Context: an optimization exercise on an open-source flow, tuned for small area. The choices shown serve that exercise and are no tape-out recipe.
At most, simulation tests tie the RTL to the original design; equivalence was not proved.
Only the layout flow was run in runs 3 to 5; the RTL was not checked for function there.
Power is estimated from default activity; no workload was simulated.

===== design/flow/design.v =====
`timescale 1ns / 1ps
module car_ctrl #(
    parameter [8:0] E_PWR  = 9'd33,   M_PWR  = 9'd511,    
    parameter [9:0] E_MAL  = 10'd274, M_MAL  = 10'd755,   
    parameter [9:0] E_MAB  = 10'd916, M_MAB  = 10'd511,   
    parameter [9:0] E_TRG  = 10'd761, M_TRG  = 10'd143,   
    parameter [9:0] E_MEND = 10'd386, M_MEND = 10'd135,   
    parameter [9:0] E_TL   = 10'd549, M_TL   = 10'd487,   
    parameter [9:0] E_TB   = 10'd808, M_TB   = 10'd895,   
    parameter [9:0] E_BK   = 10'd743, M_BK   = 10'd1019,  
    parameter [9:0] E_FW   = 10'd294, M_FW   = 10'd695,   
    parameter [9:0] E_RC   = 10'd356, M_RC   = 10'd1023,  
    parameter [9:0] M_RCNZ = 10'd511,                     
    parameter [5:0] E_MF   = 6'd8,    M_MF   = 6'd29,     
    parameter [6:0] E_MB   = 7'd9,    M_MB   = 7'd111     
    ) (
    input clk,
    input rst,
    input power,
    input [1:0] mode_selection,
    input man_reverse,
    input man_brake,
    input man_clutch,
    input up,
    input right,
    input left,
    input down,
    input middle,
    input middle_click_reverse,
    input [3:0] detector,  
    output left_light,
    output right_light,
    output [3:0] move_signal,  
    output place_barrier,
    output destroy_barrier,
    output [7:0] seg_en,
    output [7:0] seg_out0,
    output [7:0] seg_out1
    );
    wire [3:0] d = detector;
    reg p_on, p_pr;
    reg [8:0] p_cnt;
    wire brk;
    wire p_done = p_pr & (((p_cnt ^ E_PWR) & M_PWR) == 9'd0);
    always @(posedge clk) begin
        if (rst | brk) begin
            p_on <= 1'b0;
            p_pr <= 1'b0;
        end else begin
            p_on <= p_on ^ p_done;
            p_pr <= ~power & ~p_done;
        end
        p_cnt <= p_pr ? {p_cnt[7:0], ~(p_cnt[8] ^ p_cnt[4])} : 9'd0;
    end
    wire ms0 = mode_selection[0], ms1 = mode_selection[1];
    wire mode_manual = p_on & ~ms0;
    wire mode_semi   = p_on & ms0 & ~ms1;
    wire mode_auto   = p_on & ms0 & ms1;
    localparam M_NS = 2'b00, M_ST = 2'b01, M_MV = 2'b10, M_BRK = 2'b11;
    reg [1:0] m_st;
    reg m_trev;
    assign brk = (m_st == M_BRK);
    reg [1:0] m_next;
    always @(*) begin
        case (m_st)
            M_NS: m_next = (~man_brake & up) ? (man_clutch ? M_ST : M_BRK) : M_NS;
            M_ST: m_next = man_brake ? M_NS : (up & ~man_clutch) ? M_MV : M_ST;
            M_MV: m_next = (m_trev != man_reverse) ? M_BRK : man_brake ? M_NS :
                           (up & ~man_clutch) ? M_MV : M_ST;
            default: m_next = M_BRK;
        endcase
    end
    always @(posedge clk) begin
        m_trev <= man_reverse;
        if (rst | ~mode_manual) m_st <= M_NS;
        else m_st <= m_next;
    end
    localparam T_W = 2'b00, T_L = 2'b01, T_R = 2'b10, T_B = 2'b11;
    reg [1:0] ma_st;
    reg [9:0] ma_cnt;
    reg [1:0] ma_next;
    always @(*) begin
        case (ma_st)
            T_W: case ({left, right, down})
                    3'b100: ma_next = T_L;
                    3'b010: ma_next = T_R;
                    3'b001: ma_next = T_B;
                    default: ma_next = T_W;
                 endcase
            T_B: ma_next = (((ma_cnt ^ E_MAB) & M_MAB) == 10'd0) ? T_W : T_B;
            default: ma_next = (((ma_cnt ^ E_MAL) & M_MAL) == 10'd0) ? T_W : ma_st;
        endcase
    end
    always @(posedge clk) begin
        if (rst | ~ms1) ma_st <= T_W;
        else ma_st <= ma_next;
        ma_cnt <= (ma_st != T_W) ? {ma_cnt[8:0], ~(ma_cnt[9] ^ ma_cnt[6])} : 10'd0;
    end
    wire m_drive = (m_st == M_ST) | (m_st == M_MV);
    wire man_fwd = (m_st == M_MV) & ~man_reverse;
    wire man_bwd = (m_st == M_MV) & man_reverse;
    wire man_tl = m_drive & (ms1 ? (ma_st == T_L) : left);
    wire man_tr = m_drive & (ms1 ? ma_st[1] : right);
    localparam A_W = 4'b0000, A_MD = 4'b0001, A_TF = 4'b0010, A_TL = 4'b0011,
               A_TR = 4'b0100, A_TB = 4'b0101, A_BK = 4'b0110, A_FW = 4'b0111,
               A_TURN = 4'b1000, A_MOV = 4'b1001, A_MFE = 4'b1010,
               A_LOOP = 4'b1100, A_LTL = 4'b1101, A_LTR = 4'b1110, A_LTURN = 4'b1111;
    reg [3:0] a_st;
    wire a_se = (a_st == A_TF) | (a_st == A_TL) | (a_st == A_TR) | (a_st == A_TB) |
                (a_st == A_TURN) | (a_st == A_MOV) | (a_st == A_MFE);
    wire a_l3 = (a_st == A_LTL) | (a_st == A_LTR) | (a_st == A_LTURN);
    localparam S_W = 3'b001, S_TL = 3'b010, S_TR = 3'b011, S_TB = 3'b100,
               S_TURN = 3'b101, S_DM = 3'b110, S_MV = 3'b111, S_ME = 3'b000;
    reg [2:0] s_st;
    reg [1:0] t_st;
    reg [9:0] c;
    reg prev_semi;
    wire force_w = mode_semi & ~prev_semi;
    wire [2:0] s_e = force_w ? S_W : s_st;
    wire [1:0] t_e = force_w ? T_W : t_st;
    wire s_en = mode_semi | a_se;
    wire i_f = mode_semi ? up    : (a_st == A_TF);
    wire i_l = mode_semi ? left  : (a_st == A_TL);
    wire i_r = mode_semi ? right : (a_st == A_TR);
    wire i_b = mode_semi ? down  : (a_st == A_TB);
    wire c99  = ((c ^ E_TRG) & M_TRG) == 10'd0;
    wire c49  = ((c ^ E_MEND) & M_MEND) == 10'd0;
    wire c450 = ((c ^ E_TL) & M_TL) == 10'd0;
    wire c900 = ((c ^ E_TB) & M_TB) == 10'd0;
    wire c750 = ((c ^ E_BK) & M_BK) == 10'd0;
    wire c375 = ((c ^ E_FW) & M_FW) == 10'd0;
    reg [2:0] s_next;
    always @(*) begin
        case (s_e)
            S_W: begin
                if (i_f & ~i_l & ~i_r & ~i_b & ~d[3]) s_next = S_DM;
                else if (~i_f & i_l & ~i_r & ~i_b & ~d[1]) s_next = S_TL;
                else if (~i_f & ~i_l & i_r & ~i_b & ~d[0]) s_next = S_TR;
                else if (~i_f & ~i_l & ~i_r & i_b & ~d[2]) s_next = S_TB;
                else s_next = S_W;
            end
            S_TL, S_TR, S_TB: s_next = c99 ? S_TURN : s_e;
            S_TURN: s_next = (t_e == T_W) ? S_DM : S_TURN;
            S_DM: s_next = (d == 4'b0011) ? S_MV : S_DM;
            S_MV: s_next = (~d[1] | ~d[0] | d[3]) ? S_ME : S_MV;
            default: begin  
                if (c49) begin
                    case (d)
                        4'b1011: s_next = S_TB;
                        4'b1001: s_next = S_TL;
                        4'b1010: s_next = S_TR;
                        default: s_next = S_W;
                    endcase
                end else s_next = S_ME;
            end
        endcase
    end
    wire semi_fwd = (s_e == S_DM) | (s_e == S_MV) | (s_e == S_ME);
    wire loop_own = ~mode_semi;
    wire t_trl = (s_e == S_TL) | (loop_own & (a_st == A_LTL));
    wire t_trr = (s_e == S_TR) | (loop_own & (a_st == A_LTR));
    wire t_trb = (s_e == S_TB);
    wire t_en = s_en | a_l3;
    reg [1:0] t_next;
    always @(*) begin
        case (t_e)
            T_W: case ({t_trl, t_trr, t_trb})
                    3'b100: t_next = T_L;
                    3'b010: t_next = T_R;
                    3'b001: t_next = T_B;
                    default: t_next = T_W;
                 endcase
            T_B: t_next = c900 ? T_W : T_B;
            default: t_next = c450 ? T_W : t_e;
        endcase
    end
    wire c_inc = s_en ? ((s_e == S_TL) | (s_e == S_TR) | (s_e == S_TB) | (s_e == S_TURN) |
                         ((s_e == S_ME) & ~c49))
                      : ((a_st == A_LTL) | (a_st == A_LTR) | (a_st == A_FW) |
                         ((a_st == A_LTURN) & (t_st != T_W)) | ((a_st == A_BK) & ~c750));
    always @(posedge clk) begin
        prev_semi <= mode_semi;
        if (rst | ~s_en) s_st <= S_W;
        else s_st <= s_next;
        if (rst | ~t_en) t_st <= T_W;
        else t_st <= t_next;
        c <= c_inc ? {c[8:0], ~(c[9] ^ c[6])} : 10'd0;
    end
    wire t_tl = (t_e == T_L);
    wire t_tr = t_e[1];
    wire a_act = mode_auto & ~rst;
    reg [3:0] a_next;
    always @(*) begin
        case (a_st)
            A_W: a_next = up ? A_MD : A_W;
            A_MD: begin
                if (~d[0]) a_next = A_TR;
                else if (~d[3]) a_next = A_TF;
                else if (~d[1]) a_next = A_TL;
                else if (~d[2]) a_next = A_TB;
                else a_next = A_W;
            end
            A_TF, A_TL, A_TR, A_TB: a_next = (s_st != S_W) ? A_TURN : a_st;
            A_TURN: a_next = (s_st == S_DM) ? ((d == 4'b0111) ? A_MFE : A_MOV) : A_TURN;
            A_MOV: begin
                if (s_st == S_TB) a_next = A_TURN;
                else if (s_st == S_W) a_next = A_MD;
                else if (near) a_next = A_LOOP;
                else a_next = A_MOV;
            end
            A_MFE: a_next = (s_st == S_W) ? A_BK : (s_st == S_TB) ? A_W : A_MFE;
            A_LOOP: begin
                case (d)
                    4'b0000, 4'b0010, 4'b0110: a_next = A_LTL;
                    4'b0101: a_next = A_LTR;
                    4'b0001, 4'b0011: a_next = A_BK;
                    default: a_next = A_W;
                endcase
            end
            A_LTL, A_LTR: a_next = (t_st != T_W) ? A_LTURN : a_st;
            A_LTURN: a_next = (t_st != T_W) ? A_LTURN : A_BK;
            A_BK: a_next = c750 ? A_FW : A_BK;
            A_FW: a_next = c375 ? A_MD : A_FW;
            default: a_next = A_W;
        endcase
    end
    wire a_fwd = a_se ? semi_fwd : (a_st == A_FW);
    wire a_bwd = (a_st == A_BK);
    wire a_tl = (a_se | a_l3) & t_tl;
    wire a_tr = (a_se | a_l3) & t_tr;
    reg [15:0] x, y, mark_x, mark_y, tmp_x, tmp_y;
    reg [1:0] dir, mark_dir, tmp_dir;
    reg remark, e_mov, trd, trig;
    reg [9:0] rc;
    wire [15:0] dx = x - mark_x;
    wire [15:0] dy = y - mark_y;
    wire near_x = (dx[15:5] == 11'd0) | ((&dx[15:5]) & (|dx[4:0]));
    wire near_y = (dy[15:5] == 11'd0) | ((&dy[15:5]) & (|dy[4:0]));
    wire near = near_x & near_y & (dir == mark_dir);
    wire turn_from = (a_st == A_TL) | (a_st == A_TR) | (a_st == A_TB) | (a_st == A_MOV);
    wire dturn = turn_from & (t_st == T_W);
    reg [1:0] dir_next;
    always @(*) begin
        dir_next = dir;
        if (dturn) begin
            case (s_st)
                S_TL: dir_next = dir - 2'd1;
                S_TR: dir_next = dir + 2'd1;
                S_TB: dir_next = dir + 2'd2;
                default: dir_next = dir;
            endcase
        end
    end
    wire step = a_fwd ^ a_bwd;
    wire plus = a_fwd ^ dir[1];
    wire [15:0] pos = dir[0] ? y : x;
    wire [15:0] pos_n = pos + {{15{~plus}}, 1'b1};
    wire rc1000 = ((rc ^ E_RC) & M_RC) == 10'd0;
    wire cap = e_mov & remark;
    always @(posedge clk) begin
        if (a_act) begin
            if (step & ~dir[0]) x <= pos_n;
            if (step & dir[0])  y <= pos_n;
        end else begin
            x <= 16'd0;
            y <= 16'd0;
        end
        dir <= a_act ? dir_next : 2'd0;
        if (~a_act) remark <= 1'b0;
        else if (((a_st == A_W) & up) | ((a_st == A_FW) & c375)) remark <= 1'b1;
        else if ((a_st == A_MOV) & (s_st == S_W)) remark <= 1'b0;
        e_mov <= a_act & (a_st == A_TURN) & (s_st == S_DM) & (d != 4'b0111);
        trd <= ~rst & cap;
        if (cap) begin
            tmp_x <= x;
            tmp_y <= y;
            tmp_dir <= dir;
        end
        if (a_act & ((|(rc & M_RCNZ)) | trd) & ~rc1000) rc <= {rc[8:0], ~(rc[9] ^ rc[6])};
        else rc <= 10'd0;
        trig <= a_act & rc1000;
        if (~a_act) begin
            mark_x <= 16'h4000;
            mark_y <= 16'h4000;
            mark_dir <= 2'd0;
        end else if (trig) begin
            mark_x <= tmp_x;
            mark_y <= tmp_y;
            mark_dir <= tmp_dir;
        end
        if (rst | ~mode_auto) a_st <= A_W;
        else a_st <= a_next;
    end
    wire move_forward  = mode_semi ? semi_fwd : mode_auto ? a_fwd : (mode_manual & man_fwd);
    wire move_backward = mode_auto ? a_bwd : (mode_manual & man_bwd);
    wire turn_left     = mode_semi ? t_tl : mode_auto ? a_tl : (mode_manual & man_tl);
    wire turn_right    = mode_semi ? t_tr : mode_auto ? a_tr : (mode_manual & man_tr);
    assign move_signal = {move_forward, move_backward, turn_left, turn_right};
    assign place_barrier = mode_auto ? (a_st == A_FW) : (mode_manual & middle & ~middle_click_reverse);
    assign destroy_barrier = mode_manual & middle & middle_click_reverse;
    reg [3:0] en;
    always @(posedge clk) begin
        if (rst) en <= 4'b0000;
        else if (en == 4'b0000) en <= 4'b1000;
        else en <= en >> 1;
    end
    reg [3:0] l_q;
    reg l_div, l_left, l_right;
    wire l_end = en[0] & (l_q == 4'b1000);    
    wire stay = (m_st == M_ST);
    always @(posedge clk) begin
        if (rst) begin
            l_div <= 1'b0;
            l_q <= 4'd0;
        end else begin
            if (l_end) l_div <= ~l_div;
            if (en[0]) l_q <= {l_q[2:0], ~(l_q[3] ^ l_q[2])};
        end
        if (rst) {l_left, l_right} <= 2'b00;
        else if (l_end & ~l_div) begin
            case ({stay, turn_left, turn_right})
                3'b100, 3'b111: {l_left, l_right} <= 2'b11;
                3'b110, 3'b010: {l_left, l_right} <= {~l_left, 1'b0};
                3'b101, 3'b001: {l_left, l_right} <= {1'b0, ~l_right};
                default: {l_left, l_right} <= 2'b00;
            endcase
        end
    end
    assign left_light = l_left;
    assign right_light = l_right;
    reg [5:0] f_cnt;
    reg [6:0] b_cnt;
    reg [15:0] mile;
    reg [2:0] carry;
    wire f45 = ((f_cnt ^ E_MF) & M_MF) == 6'd0;
    wire b91 = ((b_cnt ^ E_MB) & M_MB) == 7'd0;
    wire off = ~p_on;
    wire m_inc = (move_forward & f45) | (move_backward & b91);
    wire [3:0] k0 = off ? 4'd0 : mile[3:0];
    wire [3:0] k1 = off ? 4'd0 : mile[7:4];
    wire [3:0] k2 = off ? 4'd0 : mile[11:8];
    wire [3:0] k3 = off ? 4'd0 : mile[15:12];
    wire w0 = m_inc & k0[3] & k0[0];
    wire w1 = carry[0] & k1[3] & k1[0];
    wire w2 = carry[1] & k2[3] & k2[0];
    wire w3 = carry[2] & k3[3] & k3[0];
    always @(posedge clk) begin
        if (off) begin
            f_cnt <= 6'd0;
            b_cnt <= 7'd0;
        end else if (move_forward) begin
            f_cnt <= f45 ? 6'd0 : {f_cnt[4:0], ~(f_cnt[5] ^ f_cnt[4])};
        end else if (move_backward) begin
            b_cnt <= b91 ? 7'd0 : {b_cnt[5:0], ~(b_cnt[6] ^ b_cnt[5])};
        end
        if (rst) begin
            carry <= 3'b0;
            mile <= 16'd0;
        end else begin
            carry <= {w2, w1, w0};
            mile[3:0]   <= w0 ? 4'd0 : k0 + {3'd0, m_inc};
            mile[7:4]   <= w1 ? 4'd0 : k1 + {3'd0, carry[0]};
            mile[11:8]  <= w2 ? 4'd0 : k2 + {3'd0, carry[1]};
            mile[15:12] <= w3 ? 4'd0 : k3 + {3'd0, carry[2]};
        end
    end
    assign seg_en = {en, p_on ? en : 4'b0000};
    wire [1:0] mode = {p_on & ms0, p_on & ~(ms1 & ms0)};
    reg [7:0] txt1, txt0;
    always @(*) begin
        case (mode)
            2'b00: begin txt1 = 8'b1000_1110; txt0 = 8'b1000_1110; end  
            2'b01: begin txt1 = 8'b0110_1110; txt0 = 8'b1110_1110; end  
            2'b10: begin txt1 = 8'b1110_1110; txt0 = 8'b0111_1100; end  
            default: begin txt1 = 8'b1011_0110; txt0 = 8'b1001_1110; end  
        endcase
    end
    assign seg_out0 = ({8{en[2] & ~p_on}} & 8'b1111_1100) | ({8{en[1]}} & txt1) | ({8{en[0]}} & txt0);
    wire show3 = en[3] & (|mile[15:12]);
    wire show2 = en[2] & (|mile[15:8]);
    wire [3:0] dig = ({4{en[3]}} & mile[15:12]) | ({4{en[2]}} & mile[11:8]) |
                     ({4{en[1]}} & mile[7:4]) | ({4{en[0]}} & mile[3:0]);
    wire show = show3 | show2 | en[1] | en[0];
    reg [6:0] seg;
    always @(*) begin
        case (dig)
            4'd0: seg = 7'b1111_110;
            4'd1: seg = 7'b0110_000;
            4'd2: seg = 7'b1101_101;
            4'd3: seg = 7'b1111_001;
            4'd4: seg = 7'b0110_011;
            4'd5: seg = 7'b1011_011;
            4'd6: seg = 7'b1011_111;
            4'd7: seg = 7'b1110_000;
            4'd8: seg = 7'b1111_111;
            default: seg = 7'b1111_011;
        endcase
    end
    assign seg_out1 = {{7{show}} & seg, en[1]};
endmodule

===== design/flow/flow/run.sh =====
#!/bin/bash
# Standard ORFS layout (the standard.sh) with these changes:
#  - synthesis restructures and maps logic with an area-oriented ABC script
#    (flow/abc.script: &deepsyn, then &nf area recovery)
#    and without Yosys's full/half-adder extraction (ADDER_MAP_FILE empty);
#  - port buffers are sky130_fd_sc_hd__buf_1;
#  - clock tree: clkbuf_16 at the leaves (up to 30 flip-flops within 100 um),
#    clkbuf_4 above them, no dummy loads.
# Registers, floorplan, power grid, placement and routing are as in the
# standard flow. Each step's log is under orfs/logs; make's output goes
# to flow_make.log in the work folder.
set -euo pipefail
W=$PWD
rm -rf "$W/scripts_local"
cp -r "$FLOW_HOME/scripts" "$W/scripts_local"
cp "$W/flow/abc.script" "$W/scripts_local/abc_speed.script"
bash "$W/standard.sh" SCRIPTS_DIR="$W/scripts_local" ADDER_MAP_FILE= \
  "BUFFER_PORTS_ARGS=-buffer_cell sky130_fd_sc_hd__buf_1" \
  "CTS_ARGS=-sink_clustering_enable -repair_clock_nets -sink_clustering_size 30 -sink_clustering_max_diameter 100 -buf_list sky130_fd_sc_hd__clkbuf_16 -dont_use_dummy_load -root_buf sky130_fd_sc_hd__clkbuf_4 -tree_buf sky130_fd_sc_hd__clkbuf_4" finish > "$W/flow_make.log" 2>&1

===== design/flow/flow/abc.script =====
strash
&get -n
&deepsyn -I 4 -J 50
&put
strash
&get -n
&dch -f
&nf -R 1000
&put
topo
dnsize

===== design/flow/standard.sh =====
#!/bin/bash
# synth_recipe.tcl (not shown) runs the flow's synth.tcl, then flattens the netlist and writes it again
# the make line also repeats each setting of config.mk as NAME=value (left out here)
make -C /OpenROAD-flow-scripts/flow DESIGN_CONFIG=/design/flow/config.mk WORK_HOME=/design/flow/orfs CLKGATE_MAP_FILE= SYNTH_SCRIPT=/design/flow/synth_recipe.tcl "${@:-finish}"

===== design/flow/config.mk =====
export PLATFORM = sky130hd
export DESIGN_NAME = car_ctrl
export DESIGN_NICKNAME = car_ctrl
export VERILOG_FILES = /design/flow/design.v
export SDC_FILE = /design/flow/constraint.sdc
export NUM_CORES = 4
export LEC_CHECK = 0
export CAP_MARGIN = 20
export CORE_MARGIN = 2
export CORE_UTILIZATION = 80
export PLACE_DENSITY = 0.88
export SLEW_MARGIN = 20

===== design/flow/constraint.sdc =====
create_clock -name core_clock -period 10.0 [get_ports {clk}]
set_input_delay 2.0000 -clock core_clock [delete_from_list [all_inputs] [get_ports {clk}]]
set_output_delay 2.0000 -clock core_clock [all_outputs]
set_load 0.01 [all_outputs]

==> impl_metrics.yaml, run 1 <==
power:
  switching_power_uw: 259
  ir_drop_uv: 144
  switching_share: 0.208
  p_seq_frac: 0.675
  p_per_area_mw_per_mm2: 127
  p_clk_frac: 0.300
  p_int_uw: 989
  pwr-share-comb: 0.025
  p_total_uw: 1250
  p_leak_uw: 0.00338
floorplanning:
  io_pins: 50
  rows: 39
  die_area_sq_mm: 0.0124
  die_w_um: 111
  die_h_um: 111
  coreArea_sq_mm: 0.0113
  initial_utilization: 0.816
yosys:
  yosysSeqAreaShare: 0.481
  synth-edff-count: 34
  async_flop_share: 0
  synth_top_area_cell: "dfxtp_1"
  yosysUniqueCellTypes: 64
  synth.area.top_cells: "dfxtp_1 37%, edfxtp_1 11%, a22o_1 4.6%"
  synth_top_flop_cell: "dfxtp_1"
  synthCells: 1014
  netlist_area_sq_mm: 0.00923
  synth_seq_cells: 205
  synth_nets: 1032
  yosys_warnings: 1
  synth_top_area_frac: 0.371
  synth_area_per_cell_sq_um: 9.11
grt:
  overflow: 0
  use_met3: 0.0441
  grt_max_degree: 36
  grt_pass1_vias: 7614
  grt_pass1_wl_um: 35500
  grt_use_met2: 0.598
  grt_usage: 0.338
  gr-usage-met1: 0.430
  antenna_found_initial: 0
  top_usage_layer: "met2"
sta:
  tightest_slew_ns: 0.825
  setup_viol: 0
  slew_headroom: 0.449
  rsz0062_at_grt: "false"
  min_period_ns: 6.41
  clock.fmax_mhz: 156
  final.period_utilization: 0.641
  hold_violations: 0
  holdWs_ns: 0.463
  maxSlewViolCount: 0
  fin_tns_setup_ns: 0
  clock_skew_ns: 0.0371
clocking:
  clkLatencyLatePin_ns: 0.57
  cts_root_buffer: "clkbuf_4"
  clock_path_buffers: 3
  htree_levels: 1
  ctsHoldBuffers: 0
  cts_buffers: 10
  clkSinkCount: 205
  cts_tree: "yes"
  post_cts_resized: 0
  path_clk_slew_ns: 0.11
  cts_setup_buffers: 0
route:
  vias_per_cell: 6.63
  vias: 8055
  wl_um: 21300
  first_pass_iters: 8
  route.detailed.drc: 0
  dr.first_iter.drc_count: 812
  routedWlPerCell_um: 17.6
  drtAntennaViolNets: 0
critical_path:
  r2r-start: "p_on"
  crit_required_ns: 8.00
  ff2ff_setup_slack_ns: 5.20
  crit_type: "in2out"
  cp_max_fo: 10
  r2r_cells: 19
  reg2reg_to: "x[15]"
  end_kind: "output pin"
  arrival_ns: 4.41
  worstSetupStartpointType: "input pin"
final_layout:
  nNetsFinal: 1092
  drive_gt1_frac: 0.0168
  area_growth_pct: 6.08
  diodes: 0
  final_cell_mix: "171 x dfxtp_1, 106 x nor2_1, 79 x nand2_1, 74 x a21oi_1, 66 x o21ai_0"
  final_cells: 1215
  layout_commonest_cell: "dfxtp_1"
  postLayoutCoreUtil: 0.865
placed_design:
  gp_congestion: 0.983
  hpwl_um: 14700
  port-buffer-count: 48
  placed_cells: 1205
hold_path:
  hp-class: "reg2reg"
  hold_end: "ma_cnt[1]"
  whs_path_depth: 1
  hold_start: "ma_cnt[0]"
flow_run:
  max-cap-violations: 0
outcome:
  status: "no timing/DRC/antenna violations"
sequential cells by signal, summed over array words and instances (netlist names), 3 cells and up:
name,flops
ma_cnt,10
b_cnt,7
tmp_x,16
y,16
c,10
mile,16
mark_x,16
en,4
p_cnt,9
a_st,4
rc,10
mark_y,16
tmp_y,16
f_cnt,6
s_st,3
x,16
l_q,4
carry,3
critical path, stage by stage:
cell     delay (ns)
buf_1          0.33
nand2_1        0.18
or2_0          0.38
nor2_1         0.29
a21oi_1        0.12
o21ai_0        0.15
nor2_1         0.11
a221o_1        0.39
and2_0         0.27
buf_1          0.18
through the flow:
| step | setup slack [ns] | area (sq um) |
|---|---|---|
| finish | 3.59 | 9800 |
| global route | 3.43 | 9800 |
| floorplan | 4.38 | 9230 |
| detailed placement | 3.63 | 9600 |
| global placement | 3.78 | 9600 |
| CTS | 3.63 | 9800 |
area by class of cell:
| cell class | instances | area (sq um) |
|---|---|---|
| clock buffers | 10 | 198 |
| fillers | 627 | 1530 |
| inverters | 40 | 150 |
| multi-input cells | 763 | 4600 |
| flip-flops and latches | 205 | 4440 |
| well taps | 143 | 179 |
| repair buffers | 54 | 225 |
per-layer routing:
| metal | vias to the layer above | share of wire | routed length (um) |
|---|---|---|---|
| met3 | 80 | 0.068 | 1450 |
| met1 | 3755 | 0.41 | 8670 |
| met5 | - | 0 | 0 |
| li1 | 3833 | - | - |
| met4 | 0 | 0.035 | 757 |
| met2 | 387 | 0.49 | 10500 |
how the worst max path moves through the flow:
stage	startpoint	to	slack (ns)	depth (start not counted)
final	mode_selection[0]	move_signal[3]	3.59	10
after floorplan	mode_selection[0]	move_signal[3]	4.38	8
after global placement	mode_selection[0]	move_signal[3]	3.78	10
after CTS	mode_selection[0]	move_signal[3]	3.63	10
after detailed placement	mode_selection[0]	x[15]	3.63	20
after global routing	mode_selection[0]	move_signal[3]	3.43	10
power by group through the flow:
| stage | clock, uW | combinational, uW | sequential (uW) |
|---|---|---|---|
| 2_1_floorplan | 0 | 16.9 | 860 |
| 3_3_place_gp | 0 | 29.4 | 861 |
| 3_5_place_dp | 0 | 30.1 | 861 |
| 4_1_cts | 380 | 30.4 | 842 |
| 5_1_grt | 403 | 33.7 | 843 |
| 6_report | 375 | 30.8 | 843 |
cell usage after synthesis (4+ instances only):
| master | count |
|---|---|
| dfxtp_1 | 171 |
| o211ai_1 | 4 |
| a32o_1 | 7 |
| or2_0 | 10 |
| nor2_1 | 108 |
| a21oi_1 | 74 |
| a21o_1 | 7 |
| o311ai_0 | 4 |
| and3_1 | 22 |
| a22oi_1 | 12 |
| nand3b_1 | 10 |
| buf_4 | 6 |
| nand4b_1 | 5 |
| a31oi_1 | 12 |
| nand2b_1 | 20 |
| nand4_1 | 8 |
| a22o_1 | 49 |
| o21a_1 | 5 |
| nor2b_1 | 40 |
| o22ai_1 | 6 |
| nor3_1 | 25 |
| nor3b_1 | 5 |
| or3_1 | 6 |
| nor4_1 | 10 |
| edfxtp_1 | 34 |
| o31ai_1 | 5 |
| o21ai_0 | 66 |
| nor4b_1 | 6 |
| xnor2_1 | 30 |
| nand2_1 | 79 |
| xor2_1 | 20 |
| clkinv_1 | 40 |
| and2_0 | 29 |
| nand3_1 | 20 |
| maj3_1 | 4 |
| a211oi_1 | 10 |
kinds of logic after synthesis:
group / synth area share
simple gates: 0.227
compound gates: 0.214
flops: 0.481
xor+xnor: 0.0474
buf+inv: 0.0211
fa+ha+maj: 0.00434
mux: 0.00447
other cells: 0.000406
==> run 2: changes to the inputs <==
--- a/design/flow/config.mk
+++ b/design/flow/config.mk
@@ -7,6 +7,6 @@
 export LEC_CHECK = 0
 export CAP_MARGIN = 20
 export CORE_MARGIN = 2
-export CORE_UTILIZATION = 80
-export PLACE_DENSITY = 0.88
+export CORE_UTILIZATION = 65
+export PLACE_DENSITY = 0.75
 export SLEW_MARGIN = 20
==> run 2 against run 1 <==
Against the previous run:
- fmax rose by 0.26%
- final area rose by 0.51%
- worst hold slack got worse by 0.025 ns
- register-to-register slack barely moved
- non-clock buffer count did not move
- clock skew rose by 0.017 ns
- critical path type unchanged
- critical endpoint unchanged
==> impl_metrics.yaml, run 2 <==
yosys:
  synth-edff-count: 34
  yosysSeqAreaShare: 0.481
  ys_top_cells_by_count: "171 x dfxtp_1, 108 x nor2_1, 79 x nand2_1"
  synth_top_flop_cell: "dfxtp_1"
  synth_top_area_cell: "dfxtp_1"
  yosysMostFrequentCell: "dfxtp_1"
  synth_nets: 1032
  synth_area_per_cell_sq_um: 9.11
  async_flop_share: 0
  yosys_warnings: 1
  synthCells: 1014
  yosysUniqueCellTypes: 64
  synth.area.top_cells: "dfxtp_1 37%, edfxtp_1 11%, a22o_1 4.6%"
  netlist_area_sq_mm: 0.00923
  synth_seq_cells: 205
  synth_top_area_frac: 0.371
grt:
  grt_pass1_wl_um: 32300
  overflow: 0
  antenna_found_initial: 1
  grt_pass1_vias: 6792
  grt_max_degree: 36
  grt_usage: 0.261
route:
  vias_per_cell: 6.13
  vias: 7681
  first_pass_iters: 7
  drtAntennaViolNets: 0
  wl_um: 19800
  wl_met2_um: 9300
  route.detailed.drc: 0
  routed.top_layer: "met4"
  routedWlPerCell_um: 15.8
  wl_met1_um: 9100
  dr.first_iter.drc_count: 630
  met3_length_um: 1080
critical_path:
  ff2ff_setup_slack_ns: 5.20
  crit_slowest_cell: "a221o_1"
  r2r_cells: 20
  worstSetupStartpointType: "input pin"
  crit_type: "in2out"
  arrival_ns: 4.39
  slowest_delay_ns: 0.38
  cp_max_fo: 10
  path_cells: "buf_1 -> nand2_1 -> or2_0 -> nor2_1 -> a21oi_1 -> o21ai_0 -> nor2_1 -> a221o_1 -> and2_0 -> buf_1"
  end_kind: "output pin"
  crit_required_ns: 8.00
placed_design:
  gp_congestion: 0.951
  placed_cell_area_sq_mm: 0.00965
  hpwl_um: 14000
  dpl_worst_slack_ns: 3.59
  port-buffer-count: 48
hold_path:
  hp-class: "reg2reg"
  whs_path_depth: 1
sta:
  hold_violations: 0
  maxSlewViolCount: 0
  fin_tns_setup_ns: 0
  setup_ws_ns: 3.61
  setup_viol: 0
  min_period_ns: 6.39
  clock.fmax_mhz: 156
  clock_skew_ns: 0.0540
  holdWs_ns: 0.439
  slew_headroom: 0.406
  rsz0062_at_grt: "false"
  tightest_slew_ns: 0.891
  final.period_utilization: 0.639
clocking:
  clock_path_buffers: 3
  clkLatencyLatePin_ns: 0.57
  cts_setup_buffers: 0
  cts_root_buffer: "clkbuf_4"
  ctsHoldBuffers: 0
  cts_tree: "yes"
  cts_buffers: 10
  path_clk_slew_ns: 0.11
  htree_levels: 1
  clkSinkCount: 205
  post_cts_resized: 0
final_layout:
  final_cell_mix: "171 x dfxtp_1, 106 x nor2_1, 79 x nand2_1, 74 x a21oi_1, 66 x o21ai_0"
  area_growth_pct: 6.63
  final_cell_area_sq_mm: 0.00985
  nNetsFinal: 1092
  drive_gt1_frac: 0.0177
  layout_commonest_cell: "dfxtp_1"
floorplanning:
  coreArea_sq_mm: 0.0139
  die_area_sq_mm: 0.0152
  initial_utilization: 0.665
  io_pins: 50
  rows: 43
  die_w_um: 123
  die_h_um: 123
flow_run:
  max-cap-violations: 0
outcome:
  status: "no timing/DRC/antenna violations"
power:
  p_per_area_mw_per_mm2: 127
  ir_drop_uv: 162
  p_total_uw: 1250
  p_leak_uw: 0.00339
run 2: power by group:
| group | internal (uW) | total [uW] | switching [uW] |
|---|---|---|---|
| combinational | 10.5 | 30.4 | 19.9 |
| clock | 141 | 376 | 235 |
| sequential | 838 | 842 | 4.49 |
| total | 989 | 1250 | 260 |
run 2: per-layer routing:
metal,up-vias,GRT usage
met5,-,0
met2,230,0.433
li1,3836,-
met3,26,0.0341
met1,3589,0.362
met4,0,0.0618
run 2: metrics by stage:
step           std cells   util
6_report            1253  0.709
5_1_grt             1252  0.709
4_1_cts             1252  0.709
3_5_place_dp        1242  0.695
3_3_place_gp        1242  0.695
2_1_floorplan       1014      -
run 2: final cells by class:
class | count | area, sq um
antenna | 1 | 2.50
tap | 180 | 225
multi-input combinational | 763 | 4600
timing repair buffer | 54 | 225
sequential | 205 | 4440
inverter | 40 | 150
fill | 1132 | 4040
clock buffer | 10 | 198
run 2: cells by family (layout without fill, tap and decap cells):
kind of cell	count (synthesis)	in the layout	synth area share
mux	4	4	0.00447
fa+ha+maj	4	4	0.00434
compound gates	295	295	0.214
buf+inv	46	104	0.0211
other cells	1	2	0.000406
xor+xnor	50	50	0.0474
simple gates	409	409	0.227
flops	205	205	0.481
run 2: path summary, 6_finish.rpt:
check,from,to
setup / recovery,mode_selection[0],move_signal[3]
hold / removal,p_cnt[8],p_cnt[0]
setup reg to reg,p_on,x[15]
hold reg to reg,p_cnt[8],p_cnt[0]
run 2: critical path: cells and delay by family:
kind | cells | cell delay [ns]
simple gates | 5 | 1.23
compound gates | 3 | 0.67
buf+inv | 2 | 0.48
==> run 3: changes to the inputs <==
--- a/design/flow/design.v
+++ b/design/flow/design.v
@@ -11,6 +11,7 @@
     parameter [9:0] E_FW   = 10'd294, M_FW   = 10'd695,   
     parameter [9:0] E_RC   = 10'd356, M_RC   = 10'd1023,  
     parameter [9:0] M_RCNZ = 10'd511,                     
+    parameter [6:0] E_LED  = 7'd108,  M_LED  = 7'd119,    
     parameter [5:0] E_MF   = 6'd8,    M_MF   = 6'd29,     
     parameter [6:0] E_MB   = 7'd9,    M_MB   = 7'd111     
     ) (
@@ -298,24 +299,18 @@
     assign move_signal = {move_forward, move_backward, turn_left, turn_right};
     assign place_barrier = mode_auto ? (a_st == A_FW) : (mode_manual & middle & ~middle_click_reverse);
     assign destroy_barrier = mode_manual & middle & middle_click_reverse;
-    reg [3:0] en;
-    always @(posedge clk) begin
-        if (rst) en <= 4'b0000;
-        else if (en == 4'b0000) en <= 4'b1000;
-        else en <= en >> 1;
-    end
-    reg [3:0] l_q;
+    reg [6:0] l_cnt;
     reg l_div, l_left, l_right;
-    wire l_end = en[0] & (l_q == 4'b1000);    
+    wire l_end = ((l_cnt ^ E_LED) & M_LED) == 7'd0;
     wire stay = (m_st == M_ST);
     always @(posedge clk) begin
         if (rst) begin
             l_div <= 1'b0;
-            l_q <= 4'd0;
-        end else begin
-            if (l_end) l_div <= ~l_div;
-            if (en[0]) l_q <= {l_q[2:0], ~(l_q[3] ^ l_q[2])};
-        end
+            l_cnt <= 7'd0;
+        end else if (l_end) begin
+            l_div <= ~l_div;
+            l_cnt <= 7'd0;
+        end else l_cnt <= {l_cnt[5:0], ~(l_cnt[6] ^ l_cnt[5])};
         if (rst) {l_left, l_right} <= 2'b00;
         else if (l_end & ~l_div) begin
             case ({stay, turn_left, turn_right})
@@ -364,6 +359,12 @@
             mile[15:12] <= w3 ? 4'd0 : k3 + {3'd0, carry[2]};
         end
     end
+    reg [3:0] en;
+    always @(posedge clk) begin
+        if (rst) en <= 4'b0000;
+        else if (en == 4'b0000) en <= 4'b1000;
+        else en <= en >> 1;
+    end
     assign seg_en = {en, p_on ? en : 4'b0000};
     wire [1:0] mode = {p_on & ms0, p_on & ~(ms1 & ms0)};
     reg [7:0] txt1, txt0;
==> design/flow/run.sh (new file) <==
#!/bin/bash
# synth_recipe.tcl (not shown) runs the flow's synth.tcl, then flattens the netlist and writes it again
# the make line also repeats each setting of config.mk as NAME=value (left out here)
make -C /OpenROAD-flow-scripts/flow DESIGN_CONFIG=/design/flow/config.mk WORK_HOME=/design/flow/orfs CLKGATE_MAP_FILE= SYNTH_SCRIPT=/design/flow/synth_recipe.tcl finish
==> design/flow/config.mk (replaced) <==
export PLATFORM = sky130hd
export DESIGN_NAME = car_ctrl
export DESIGN_NICKNAME = car_ctrl
export VERILOG_FILES = /design/flow/design.v
export SDC_FILE = /design/flow/constraint.sdc
export NUM_CORES = 4
export LEC_CHECK = 0
export ABC_AREA = 1
export CAP_MARGIN = 20
export CORE_MARGIN = 2
export CORE_UTILIZATION = 40
export SLEW_MARGIN = 20
removed: design/flow/flow/run.sh
removed: design/flow/flow/abc.script
removed: design/flow/standard.sh
==> run 3 against run 2 <==
Against the previous run:
- power up 46%
- non-clock buffer count unchanged
- highest routed layer unchanged
- via count up 39%
- worst hold slack worse by 0.025 ns
- count of clock-buffer cells in the layout up 20
- still clean
- largest power group is now the clock network
- global-route usage down 7.8 points
- routed wire length up 44%
- sequential share of layout area down 12 points
- clock skew down 0.034 ns
- flip-flop and latch count up 3
==> impl_metrics.yaml, run 3 <==
clocking:
  cts_tree: "yes"
  cts_root_buffer: "clkbuf_16"
  post_cts_resized: 0
  clkLatencyLatePin_ns: 0.52
  cts_setup_buffers: 0
  path_clk_slew_ns: 0.06
  cts_buffers: 24
  htree_levels: 1
  ctsHoldBuffers: 0
  clkSinkCount: 208
  clock_path_buffers: 3
yosys:
  synth_nets: 1824
  synth_top_area_frac: 0.291
  async_flop_share: 0
  synthCells: 1730
  synth_top_area_cell: "dfxtp_1"
  synth_area_per_cell_sq_um: 6.91
  synth_top_flop_cell: "dfxtp_1"
  synth-edff-count: 34
  netlist_area_sq_mm: 0.0120
  yosysUniqueCellTypes: 61
  yosys_warnings: 1
  yosysSeqAreaShare: 0.377
  synth_seq_cells: 208
  synth.area.top_cells: "dfxtp_1 29%, nand2_1 13%, inv_1 8.7%"
  yosysMostFrequentCell: "nand2_1"
  ys_top_cells_by_count: "409 x nand2_1, 276 x inv_1, 250 x nor2_1"
final_layout:
  final_cells: 2177
  nNetsFinal: 1863
  drive_gt1_frac: 0.0509
  area_growth_pct: 14.1
  diodes: 0
  layout_commonest_cell: "nand2_1"
  final.fill_count: 3031
  final_cell_mix: "409 x nand2_1, 276 x inv_1, 249 x nor2_1, 173 x dfxtp_1, 125 x a21oi_1"
route:
  wl_um: 28500
  drtAntennaViolNets: 0
  vias: 10648
  dr.first_iter.drc_count: 595
  routedWlPerCell_um: 13.1
  first_pass_iters: 5
  route.detailed.drc: 0
  vias_per_cell: 4.89
critical_path:
  crit_type: "in2out"
  slowest_delay_ns: 0.56
  arrival_ns: 4.24
  path_cells: "clkdlybuf4s50_1 -> nand2_2 -> nor2_4 -> nand2_4 -> inv_1 -> nor2_1 -> inv_1 -> ha_1 -> nand2_2 -> nand2_2 -> clkdlybuf4s50_1"
  end_kind: "output pin"
  cpLargestDelayFamily: "buffers and inverters"
  crit_slowest_cell: "clkdlybuf4s50_1"
  crit_path_frequent_cell: "nand2_2"
  path_buf_inv: 4
  worstSetupStartpointType: "input pin"
  cp_max_fo: 8
  crit_required_ns: 8.00
power:
  p_leak_uw: 0.00614
  p_per_area_mw_per_mm2: 133
  ir_drop_uv: 133
grt:
  grt_pass1_wl_um: 47200
  use_met3: 0.0251
  grt_usage: 0.183
  grt_max_degree: 47
  top_usage_layer: "met2"
  grt_use_met2: 0.307
  grt_pass1_vias: 9815
  overflow: 0
  gr-usage-met1: 0.247
  antenna_found_initial: 0
placed_design:
  placed_cells: 2133
  port-buffer-count: 48
  hpwl_um: 21300
  gp_congestion: 0.933
sta:
  clock.fmax_mhz: 160
  hold_violations: 0
  final.period_utilization: 0.624
  holdWs_ns: 0.414
  rsz0062_at_grt: "false"
  clock_skew_ns: 0.0196
  min_period_ns: 6.24
  maxSlewViolCount: 0
  fin_tns_setup_ns: 0
  tightest_slew_ns: 0.962
  setup_viol: 0
  slew_headroom: 0.358
flow_run:
  max-cap-violations: 0
outcome:
  status: "no timing/DRC/antenna violations"
floorplanning:
  rows: 63
  io_pins: 50
  initial_utilization: 0.404
  coreArea_sq_mm: 0.0296
  die_h_um: 177
  die_area_sq_mm: 0.0313
  die_w_um: 177
hold_path:
  hp-class: "reg2reg"
run 3: cell families after synthesis:
| kind of cell | synth area share |
|---|---|
| flops | 0.377 |
| buf+inv | 0.106 |
| compound gates | 0.123 |
| simple gates | 0.292 |
| xor+xnor | 0.0206 |
| fa+ha+maj | 0.0814 |
| other cells | 0.000314 |
run 3: power breakdown:
| part | switching, uW | total, uW | internal (uW) |
|---|---|---|---|
| Clock | 356 | 931 | 575 |
| Sequential | 2.87 | 853 | 850 |
| Combinational | 18.1 | 33.3 | 15.1 |
| Total | 377 | 1820 | 1440 |
run 3: through the flow:
step	setup slack, ns	instance area [sq um]	power (uW)	utilization
final	3.76	13600	1820	0.462
after global routing	3.63	13600	1880	0.462
after CTS	3.77	13600	1840	0.462
after detailed placement	3.78	12800	905	0.432
after global placement	3.83	12800	905	0.432
after floorplan	4.93	12000	887	-
run 3: layout make-up:
cell class,count,area (sq um),share of cell area
repair buffers,54,526,0.0385
multi-input cells,1195,6180,0.453
flip-flops and latches,208,4510,0.330
clock buffers,30,696,0.0510
inverters,286,1080,0.0789
well taps,390,488,0.0358
clock inverters,14,169,0.0124
run 3: path summary, 6_finish.rpt:
check / cells past startpoint / slack [ns] / to / from
worst min-delay path: 2 / 0.41 / l_cnt[4] / l_cnt[3]
worst max register to register: 21 / 5.84 / y[11] / p_on
worst max-delay path: 11 / 3.76 / move_signal[1] / mode_selection[0]
worst min register to register: 2 / 0.41 / l_cnt[4] / l_cnt[3]
run 3: worst min-delay path, stage by stage (launching register included):
cell	delay, ns
dfxtp_1	0.30
inv_1	0.04
nor2_1	0.03
run 3: routing by layer:
metal / wire, um / up-vias
li1: - / 5616
met1: 13500 / 4777
met2: 13200 / 217
met3: 1260 / 38
met4: 504 / 0
met5: 0 / -
==> run 4: changes to the inputs <==
--- a/design/flow/config.mk
+++ b/design/flow/config.mk
@@ -5,8 +5,8 @@
 export SDC_FILE = /design/flow/constraint.sdc
 export NUM_CORES = 4
 export LEC_CHECK = 0
-export ABC_AREA = 1
 export CAP_MARGIN = 20
 export CORE_MARGIN = 2
-export CORE_UTILIZATION = 40
+export CORE_UTILIZATION = 70
+export PLACE_DENSITY = 0.8
 export SLEW_MARGIN = 20
==> run 4 against run 3 <==
Against the previous run:
- die area fell by 45%
- critical endpoint is now move_signal[3]
- sequential power about the same
- critical path depth down 3
- core utilization increased by 34 points
==> impl_metrics.yaml, run 4 <==
outcome:
  status: "no timing/DRC/antenna violations"
grt:
  grt_pass1_vias: 9178
  grt_usage: 0.298
  grt_max_degree: 72
  grt_pass1_wl_um: 43400
  overflow: 0
  antenna_found_initial: 0
power:
  p_leak_uw: 0.00479
  p_total_uw: 1750
  p_per_area_mw_per_mm2: 137
  ir_drop_uv: 133
placed_design:
  port-buffer-count: 48
  gp_congestion: 0.916
  dpl_worst_slack_ns: 3.33
  hpwl_um: 17900
yosys:
  synth_top_flop_cell: "dfxtp_1"
  synth_area_per_cell_sq_um: 8.77
  async_flop_share: 0
  synth_nets: 1395
  yosys_warnings: 1
  synth_top_area_frac: 0.305
  synth.area.top_cells: "dfxtp_1 31%, edfxtp_1 9.0%, ha_1 8.0%"
  synthCells: 1301
  synth_seq_cells: 208
  synth_top_area_cell: "dfxtp_1"
  yosysSeqAreaShare: 0.395
  yosysMostFrequentCell: "dfxtp_1"
  synth-edff-count: 34
  yosysUniqueCellTypes: 77
  netlist_area_sq_mm: 0.0114
  ys_top_cells_by_count: "174 x dfxtp_1, 137 x nand2_1, 109 x nor2_1"
final_layout:
  postLayoutCoreUtil: 0.802
  layout_commonest_cell: "dfxtp_1"
  nNetsFinal: 1422
  area_growth_pct: 11.8
  drive_gt1_frac: 0.0654
  final_cell_mix: "173 x dfxtp_1, 137 x nand2_1, 109 x nor2_1, 96 x a21oi_1, 73 x ha_1"
  final.fill_count: 1158
  diodes: 0
sta:
  fin_tns_setup_ns: 0
  holdWs_ns: 0.445
  clock_skew_ns: 0.0152
  final.period_utilization: 0.671
  clock.fmax_mhz: 149
  setup_viol: 0
  slew_headroom: 0.360
  tightest_slew_ns: 0.947
  maxSlewViolCount: 0
  min_period_ns: 6.71
  hold_violations: 0
  rsz0062_at_grt: "false"
  setup_ws_ns: 3.29
critical_path:
  ff2ff_setup_slack_ns: 5.15
  cp-endpoint: "move_signal[3]"
  r2r_cells: 16
  end_kind: "output pin"
  worstSetupStartpointType: "input pin"
  cp_max_fo: 9
  reg2reg_to: "y[14]"
  arrival_ns: 4.71
  crit_start: "mode_selection[1]"
  r2r-start: "a_st[1]"
  crit_required_ns: 8.00
  crit_type: "in2out"
floorplanning:
  rows: 46
  die_h_um: 132
  coreArea_sq_mm: 0.0159
  io_pins: 50
  initial_utilization: 0.718
  die_w_um: 132
  die_area_sq_mm: 0.0173
route:
  wl_um: 26000
  first_pass_iters: 6
  drtAntennaViolNets: 0
  vias_per_cell: 6.04
  route.detailed.drc: 0
  routedWlPerCell_um: 16.6
  vias: 9431
  dr.first_iter.drc_count: 666
clocking:
  htree_levels: 1
  cts_tree: "yes"
  clkSinkCount: 208
  cts_buffers: 23
  post_cts_resized: 0
  ctsHoldBuffers: 0
  cts_root_buffer: "clkbuf_16"
  clkLatencyLatePin_ns: 0.51
  path_clk_slew_ns: 0.06
  cts_setup_buffers: 0
  clock_path_buffers: 3
hold_path:
  hold_start: "rc[1]"
  hp-class: "reg2reg"
flow_run:
  max-cap-violations: 0
run 4: changes by cell type after synthesis, moves of 32 or more:
cell     change
inv_1      -209
nor2_1     -141
nand2_1    -272
nand3_1     -41
and2_1      +57
nor2b_1     +32
mux2i_1     +40
xnor2_1     +34
run 4: area by class of cell:
| cell class | count | area [sq um] | area share |
|---|---|---|---|
| clock buffers | 31 | 657 | 0.0515 |
| clock inverters | 11 | 118 | 0.00923 |
| inverters | 67 | 251 | 0.0197 |
| multi-input cells | 970 | 6390 | 0.501 |
| flip-flops and latches | 208 | 4510 | 0.354 |
| well taps | 216 | 270 | 0.0212 |
| repair buffers | 58 | 553 | 0.0434 |
run 4: stage by stage:
| step | instance area [sq um] | std cells |
|---|---|---|
| final | 12700 | 1561 |
| after global routing | 12700 | 1561 |
| after CTS | 12700 | 1560 |
| after detailed placement | 12000 | 1518 |
| after global placement | 12000 | 1518 |
| after floorplan | 11400 | 1301 |
run 4: power breakdown:
part | leakage [uW] | switching (uW) | internal, uW
logic | 0.00269 | 20.8 | 22.7
registers | 0.00172 | 4.51 | 851
clock network | 0.000377 | 335 | 515
run 4: worst max-delay path, cell delays in order:
cell             delay [ns]
clkdlybuf4s50_1        0.67
and4bb_2               0.30
a21oi_1                0.16
o2bb2ai_1              0.25
mux2_2                 0.23
a22oi_1                0.14
nor2_2                 0.34
clkdlybuf4s50_1        0.62
run 4: how the worst min path moves through the flow:
stage           endpoint  slack (ns)  cells past startpoint
2_1_floorplan   l_cnt[4]        0.41                      1
3_3_place_gp    l_cnt[4]        0.42                      1
3_5_place_dp    l_cnt[4]        0.44                      1
4_1_cts             trig        0.45                      1
5_1_grt        ma_cnt[9]        0.47                      1
6_report            trig        0.45                      1
run 4: cells by family after synthesis:
group           after synthesis  synth area share
flops                       208             0.395
simple gates                502             0.225
mux                          54            0.0489
fa+ha+maj                    76            0.0854
other cells                   1          0.000329
compound gates              276             0.154
buf+inv                     123            0.0453
xor+xnor                     61            0.0469
run 4: routing by layer:
layer,wire (um),vias up,GRT usage
met5,0,-,0
met4,1200,0,0.143
met3,1500,92,0.0409
met2,12400,348,0.512
met1,10900,4365,0.369
li1,-,4626,-
==> run 5: changes to the inputs <==
--- a/design/flow/config.mk
+++ b/design/flow/config.mk
@@ -7,6 +7,8 @@
 export LEC_CHECK = 0
 export CAP_MARGIN = 20
 export CORE_MARGIN = 2
-export CORE_UTILIZATION = 70
-export PLACE_DENSITY = 0.8
+export CORE_UTILIZATION = 40
+export CTS_BUF_LIST = sky130_fd_sc_hd__clkbuf_8
+export CTS_CLUSTER_DIAMETER = 60
+export CTS_CLUSTER_SIZE = 20
 export SLEW_MARGIN = 20
==> run 5 against run 4 <==
Against the previous run:
- final cell count increased by 10%
- synthesized cell count stayed put
- setup slack better by 0.0042 ns
- via count decreased by 4.8%
- core utilization fell by 35 points
- worst hold slack improved by 0.012 ns
- flip-flop and latch count did not move
- sequential share of layout area is 0.14 points higher
- still clean
- combinational power about the same
- fmax barely moved
- final area fell by 0.40%
==> impl_metrics.yaml, run 5 <==
outcome:
  status: "no timing/DRC/antenna violations"
yosys:
  ys_top_cells_by_count: "174 x dfxtp_1, 137 x nand2_1, 109 x nor2_1"
  synth_top_flop_cell: "dfxtp_1"
  synth_seq_cells: 208
  synth_fa_ha_area_frac: 0.0854
  yosysSeqAreaShare: 0.395
  synth-edff-count: 34
  synthCells: 1301
  synth.area.top_cells: "dfxtp_1 31%, edfxtp_1 9.0%, ha_1 8.0%"
  synthSimpleGateAreaFrac: 0.225
  synth_top_family_by_area: "simple AND/OR/NAND/NOR gates"
  yosys_warnings: 1
  synth_nets: 1395
  synth_area_per_cell_sq_um: 8.77
  netlist_area_sq_mm: 0.0114
  async_flop_share: 0
  synth_compound_gate_area_share: 0.154
  synth_xor_area_frac: 0.0469
  yosysUniqueCellTypes: 77
  synth_mux_area_frac: 0.0489
  synth_top_area_cell: "dfxtp_1"
  yosysMostFrequentCell: "dfxtp_1"
  synth_top_area_frac: 0.305
sta:
  maxSlewViolCount: 0
  holdWs_ns: 0.457
  tightest_slew_ns: 1.06
  hold_violations: 0
  setup_ws_ns: 3.29
  rsz0062_at_grt: "false"
  setup_viol: 0
  clock_skew_ns: 0.0440
  clock.fmax_mhz: 149
  min_period_ns: 6.71
  fin_tns_setup_ns: 0
  final.period_utilization: 0.671
  slew_headroom: 0.297
placed_design:
  hpwl_um: 17700
  dpl_worst_slack_ns: 3.30
  port-buffer-count: 48
  gp_congestion: 0.829
clocking:
  cts_setup_buffers: 0
  cts_tree: "yes"
  htree_levels: 1
  cts_root_buffer: "clkbuf_8"
  clkSinkCount: 208
  post_cts_resized: 0
  ctsHoldBuffers: 0
  path_clk_slew_ns: 0.10
  cts_buffers: 22
  clkLatencyLatePin_ns: 0.56
  clock_path_buffers: 3
critical_path:
  crit_slowest_cell: "clkdlybuf4s50_1"
  r2r-start: "a_st[1]"
  end_kind: "output pin"
  slowest_delay_ns: 0.68
  arrival_ns: 4.71
  worstSetupStartpointType: "input pin"
  path_cells: "clkdlybuf4s50_1 -> and4bb_2 -> a21oi_1 -> o2bb2ai_1 -> mux2_2 -> a22oi_1 -> nor2_2 -> clkdlybuf4s50_1"
  crit_path_frequent_cell: "clkdlybuf4s50_1"
  crit_required_ns: 8.00
  cp_max_fo: 9
  r2r_cells: 16
  reg2reg_to: "x[14]"
  path_buf_inv: 2
  crit_type: "in2out"
  ff2ff_setup_slack_ns: 5.23
  cpLargestDelayFamily: "buffers and inverters"
final_layout:
  area_growth_pct: 11.3
  diodes: 0
  postLayoutCoreUtil: 0.454
  layout_commonest_cell: "dfxtp_1"
  nNetsFinal: 1419
  final_cell_mix: "173 x dfxtp_1, 137 x nand2_1, 108 x nor2_1, 96 x a21oi_1, 73 x ha_1"
  final.fill_count: 2810
  drive_gt1_frac: 0.0671
power:
  ir_drop_uv: 109
  p_per_area_mw_per_mm2: 121
  p_leak_uw: 0.00467
floorplanning:
  die_area_sq_mm: 0.0299
  io_pins: 50
  die_w_um: 173
  coreArea_sq_mm: 0.0279
  initial_utilization: 0.408
  die_h_um: 173
  rows: 61
grt:
  grt_pass1_wl_um: 42300
  grt_usage: 0.166
  overflow: 0
  antenna_found_initial: 0
  grt_max_degree: 72
  grt_pass1_vias: 8818
route:
  drtAntennaViolNets: 0
  vias_per_cell: 5.22
  routedWlPerCell_um: 14.6
  wl_um: 25000
  first_pass_iters: 5
  route.detailed.drc: 0
  vias: 8975
  dr.first_iter.drc_count: 397
hold_path:
  whs_path_depth: 2
  hp-class: "reg2reg"
  hold_end: "mark_x[14]"
  hold_start: "tmp_x[14]"
flow_run:
  max-cap-violations: 0
-- run 5: changes by cell type in the layout (fill, tap and decap cells not counted), moves of 2 or more --
cell / previous run / this run
inv_6: 1 / 6
inv_8: 0 / 2
clkinvlp_4: 2 / 0
clkinv_2: 3 / 1
clkbuf_8: 3 / 23
clkbuf_1: 4 / 0
clkinv_8: 0 / 5
clkbuf_16: 24 / 0
-- run 5: kinds of logic after synthesis --
family	after synthesis
and+or+nand+nor	502
AOI/OAI and AO/OA	276
DFF	208
buffers and inverters	123
adders and majority gates	76
xor gates and xnor gates	61
muxes	54
other	1
-- run 5: report_power, final --
| part | total [uW] | switching (uW) | internal [uW] |
|---|---|---|---|
| clock network | 641 | 366 | 275 |
| registers | 855 | 4.75 | 850 |
| logic | 43.6 | 20.9 | 22.7 |
| total | 1540 | 391 | 1150 |
-- run 5: how the worst max path moves through the flow --
stage,startpoint,endpoint,depth (start not counted)
finish,mode_selection[1],move_signal[3],8
global route,mode_selection[0],move_signal[1],10
CTS,mode_selection[1],move_signal[3],8
detailed placement,mode_selection[1],move_signal[3],8
global placement,mode_selection[1],move_signal[3],8
floorplan,mode_selection[1],x[14],16
-- run 5: worst reg2reg max path, cell delays in order (launching register included) --
cell and delay (ns):
dfxtp_1 0.75, nand2b_1 0.48, o22ai_1 0.21, o2bb2ai_1 0.24, xnor2_1 0.16, buf_4 0.21, fa_1 0.47, a21o_1 0.19
a21oi_1 0.21, o21bai_1 0.12, a211oi_1 0.35, o31ai_1 0.18, o41ai_1 0.47, o21ai_0 0.20, xor2_1 0.21, nand2_1 0.07
a21oi_1 0.15
-- run 5: per-layer routing --
metal | share of wire | routed length, um | GRT usage | up-vias
li1 | - | - | - | 4623
met3 | 0.039 | 970 | 0.0295 | 30
met2 | 0.46 | 11600 | 0.283 | 124
met1 | 0.48 | 12100 | 0.219 | 4198
met4 | 0.018 | 445 | 0.0353 | 0
met5 | 0 | 0 | 0 | -
-- run 5: cell type report --
type	instances	area, sq um	area share
multi-input cells	970	6390	0.503
flip-flops and latches	208	4510	0.355
repair buffers	56	541	0.0426
well taps	378	473	0.0373
clock buffers	23	317	0.0249
inverters	67	251	0.0198
clock inverters	17	216	0.0171
-- run 5: stage by stage --
stage	std cells	power (uW)	cell area, sq um
2_1_floorplan	1301	893	11400
3_3_place_gp	1678	917	12100
4_1_cts	1719	1560	12700
3_5_place_dp	1679	917	12200
5_1_grt	1719	1600	12700
6_report	1719	1540	12700
==> run 6: changes to the inputs <==
--- a/design/flow/design.v
+++ b/design/flow/design.v
@@ -11,7 +11,6 @@
     parameter [9:0] E_FW   = 10'd294, M_FW   = 10'd695,   
     parameter [9:0] E_RC   = 10'd356, M_RC   = 10'd1023,  
     parameter [9:0] M_RCNZ = 10'd511,                     
-    parameter [6:0] E_LED  = 7'd108,  M_LED  = 7'd119,    
     parameter [5:0] E_MF   = 6'd8,    M_MF   = 6'd29,     
     parameter [6:0] E_MB   = 7'd9,    M_MB   = 7'd111     
     ) (
@@ -299,18 +298,24 @@
     assign move_signal = {move_forward, move_backward, turn_left, turn_right};
     assign place_barrier = mode_auto ? (a_st == A_FW) : (mode_manual & middle & ~middle_click_reverse);
     assign destroy_barrier = mode_manual & middle & middle_click_reverse;
-    reg [6:0] l_cnt;
+    reg [3:0] en;
+    always @(posedge clk) begin
+        if (rst) en <= 4'b0000;
+        else if (en == 4'b0000) en <= 4'b1000;
+        else en <= en >> 1;
+    end
+    reg [3:0] l_q;
     reg l_div, l_left, l_right;
-    wire l_end = ((l_cnt ^ E_LED) & M_LED) == 7'd0;
+    wire l_end = en[0] & (l_q == 4'b1000);    
     wire stay = (m_st == M_ST);
     always @(posedge clk) begin
         if (rst) begin
             l_div <= 1'b0;
-            l_cnt <= 7'd0;
-        end else if (l_end) begin
-            l_div <= ~l_div;
-            l_cnt <= 7'd0;
-        end else l_cnt <= {l_cnt[5:0], ~(l_cnt[6] ^ l_cnt[5])};
+            l_q <= 4'd0;
+        end else begin
+            if (l_end) l_div <= ~l_div;
+            if (en[0]) l_q <= {l_q[2:0], ~(l_q[3] ^ l_q[2])};
+        end
         if (rst) {l_left, l_right} <= 2'b00;
         else if (l_end & ~l_div) begin
             case ({stay, turn_left, turn_right})
@@ -359,12 +364,6 @@
             mile[15:12] <= w3 ? 4'd0 : k3 + {3'd0, carry[2]};
         end
     end
-    reg [3:0] en;
-    always @(posedge clk) begin
-        if (rst) en <= 4'b0000;
-        else if (en == 4'b0000) en <= 4'b1000;
-        else en <= en >> 1;
-    end
     assign seg_en = {en, p_on ? en : 4'b0000};
     wire [1:0] mode = {p_on & ms0, p_on & ~(ms1 & ms0)};
     reg [7:0] txt1, txt0;
--- a/design/flow/config.mk
+++ b/design/flow/config.mk
@@ -8,7 +8,7 @@
 export CAP_MARGIN = 20
 export CORE_MARGIN = 2
 export CORE_UTILIZATION = 40
-export CTS_BUF_LIST = sky130_fd_sc_hd__clkbuf_8
-export CTS_CLUSTER_DIAMETER = 60
-export CTS_CLUSTER_SIZE = 20
+export CTS_BUF_LIST = sky130_fd_sc_hd__clkbuf_16
+export CTS_CLUSTER_DIAMETER = 100
+export CTS_CLUSTER_SIZE = 30
 export SLEW_MARGIN = 20
==> run 6 against run 5 <==
Against the previous run:
- synthesized cell count up 3.5%
- power fell by 11%
- largest power group unchanged
- largest cell class unchanged
- final area increased by 0.66%
- critical path type unchanged
- clock power down 25%
- fmax decreased by 6.7%
- final cell count grew 1.6%
- global-route usage barely moved
- routed wire length increased by 1.2%
==> impl_metrics.yaml, run 6 <==
outcome:
  status: "no timing/DRC/antenna violations"
hold_path:
  hp-class: "reg2reg"
yosys:
  yosys_warnings: 1
  synth.area.top_cells: "dfxtp_1 29%, edfxtp_1 8.8%, ha_1 7.8%"
  synthCells: 1346
  ys_top_cells_by_count: "171 x dfxtp_1, 129 x nor2_1, 118 x nand2_1"
  synth_nets: 1440
  synth_seq_cells: 205
  synth_top_area_frac: 0.294
  synth_top_area_cell: "dfxtp_1"
  synth-edff-count: 34
  yosysMostFrequentCell: "dfxtp_1"
  synth_area_per_cell_sq_um: 8.66
  async_flop_share: 0
  yosysSeqAreaShare: 0.381
  synth_top_flop_cell: "dfxtp_1"
  netlist_area_sq_mm: 0.0117
  yosysUniqueCellTypes: 83
clocking:
  post_cts_resized: 0
  clkSinkCount: 205
  cts_buffers: 11
  htree_levels: 1
  clkLatencyLatePin_ns: 0.47
  clock_path_buffers: 3
  ctsHoldBuffers: 0
  cts_root_buffer: "clkbuf_16"
  path_clk_slew_ns: 0.10
  cts_setup_buffers: 0
  cts_tree: "yes"
floorplanning:
  die_h_um: 175
  rows: 62
  coreArea_sq_mm: 0.0287
  initial_utilization: 0.406
  die_w_um: 175
  io_pins: 50
  die_area_sq_mm: 0.0305
power:
  p_per_area_mw_per_mm2: 107
  p_leak_uw: 0.00459
  p_total_uw: 1370
  ir_drop_uv: 111
critical_path:
  crit_type: "in2out"
  worstSetupStartpointType: "input pin"
  arrival_ns: 5.19
  end_kind: "output pin"
  cp_max_fo: 10
  crit_required_ns: 8.00
route:
  first_pass_iters: 5
  routedWlPerCell_um: 14.5
  route.detailed.drc: 0
  drtAntennaViolNets: 0
  vias: 9325
  vias_per_cell: 5.34
  dr.first_iter.drc_count: 539
  wl_um: 25300
grt:
  overflow: 0
  grt_pass1_vias: 8763
  antenna_found_initial: 0
  grt_max_degree: 68
  grt_usage: 0.166
  grt_pass1_wl_um: 42900
sta:
  fin_tns_setup_ns: 0
  tightest_slew_ns: 0.998
  final.period_utilization: 0.719
  min_period_ns: 7.19
  hold_violations: 0
  setup_viol: 0
  slew_headroom: 0.334
  clock_skew_ns: 0.0348
  clock.fmax_mhz: 139
  rsz0062_at_grt: "false"
  maxSlewViolCount: 0
placed_design:
  hpwl_um: 18200
  port-buffer-count: 48
  gp_congestion: 0.851
final_layout:
  final_cell_mix: "170 x dfxtp_1, 127 x nor2_1, 118 x nand2_1, 85 x a21oi_1"
  area_growth_pct: 9.65
  diodes: 0
  layout_commonest_cell: "dfxtp_1"
  nNetsFinal: 1453
  drive_gt1_frac: 0.0470
  postLayoutCoreUtil: 0.445
flow_run:
  max-cap-violations: 0
-- run 6: changes by cell type after synthesis, sizes merged, moves of 6 or more --
cell and change:
nor2 +20, nand2 -19, mux2i +12, a21oi -11, a31oi +8, nor2b -8
and2 +7, o21ai +7, xnor2 +7, xor2 -6
-- run 6: worst max-delay path, stage by stage --
cell and delay, ns:
clkdlybuf4s50_1 0.61, nand4bb_1 0.53, o21ai_1 0.34, nor3_1 0.09, o21ai_0 0.20, a21boi_1 0.08
o21ai_1 0.57, inv_1 0.24, clkdlybuf4s50_1 0.53
-- run 6: final timing paths --
check	from	end	slack (ns)	cells after the start
max	mode_selection[1]	move_signal[3]	2.81	9
min	rc[1]	trig	0.45	1
max reg2reg	p_on	y[14]	5.15	18
min reg2reg	rc[1]	trig	0.45	1
-- run 6: kinds of logic (layout without fill, tap and decap cells) --
logic type,count (synthesis),count (layout),synth area share
compound gates,288,288,0.159
xor+xnor,62,62,0.0466
fa+ha+maj,77,77,0.0844
buf+inv,128,145,0.0434
flops,205,205,0.381
mux,67,67,0.0595
other cells,1,1,0.000322
simple gates,518,518,0.225
-- run 6: through the flow --
stage | hold slack (ns) | cells | cell area [sq um] | setup WS (ns)
after global routing | 0.483 | 1747 | 12800 | 2.47
final | 0.450 | 1747 | 12800 | 2.81
after CTS | 0.457 | 1747 | 12800 | 2.79
after detailed placement | 0.430 | 1730 | 12400 | 2.80
after global placement | 0.433 | 1730 | 12400 | 2.87
after floorplan | 0.406 | 1346 | 11700 | 3.82
-- run 6: final cells by class --
class                           count  area (sq um)
Clock buffer                       11           275
Clock inverter                      6          51.3
Multi-Input combinational cell   1013          6710
Sequential cell                   205          4450
Timing Repair Buffer               56           541
Tap cell                          384           480
Inverter                           72           270
Fill cell                        2877         15900
-- run 6: power by group --
part / internal (uW) / switching, uW / total (uW)
Sequential: 837 / 4.21 / 842
Clock: 209 / 272 / 481
Combinational: 22.5 / 21.6 / 44.1
-- run 6: layer usage --
metal	wire length, um	GRT usage	vias to the layer above
met5	0	0	-
met4	433	0.0354	0
met3	867	0.0231	25
met2	11700	0.276	152
met1	12400	0.229	4361
li1	-	-	4787

separate check: timing with driven ports:
In the flow no input, the clock included, has a driving cell. The finished layouts below were timed again as built, in two steps.
Step 1: set_driving_cell puts a clkbuf_16 on clk and a buf_2 on each other input, an assumption about the parent block.
Step 2 adds t to the input delays and takes it off the output delays; t is the mean of the earliest and latest rising clock arrival at the registers after step 1. Input paths then give back, and output paths get back, about the clock's delay inside the block.
a / b / c = ideal / step 1 / step 2; a / b = the first two.
| run | t, ns | setup slack, ns | worst setup path after step 2 |
|---|---|---|---|
| run 1 | 0.583 | 3.592 / 3.568 / 3.510 | input to register |
| run 2 | 0.584 | 3.609 / 3.584 / 3.485 | input to register |
| run 3 | 0.558 | 3.761 / 3.736 / 3.736 | input to output |
| run 4 | 0.550 | 3.288 / 3.255 / 3.255 | input to output |
| run 5 | 0.586 | 3.292 / 3.259 / 3.259 | input to output |
| run 6 | 0.508 | 2.813 / 2.792 / 2.792 | input to output |
After both steps setup and hold are still met in every run listed. For run 2, which loses most, drivers alone change the setup slack by -0.025 ns; drivers and shift together by -0.124 ns.
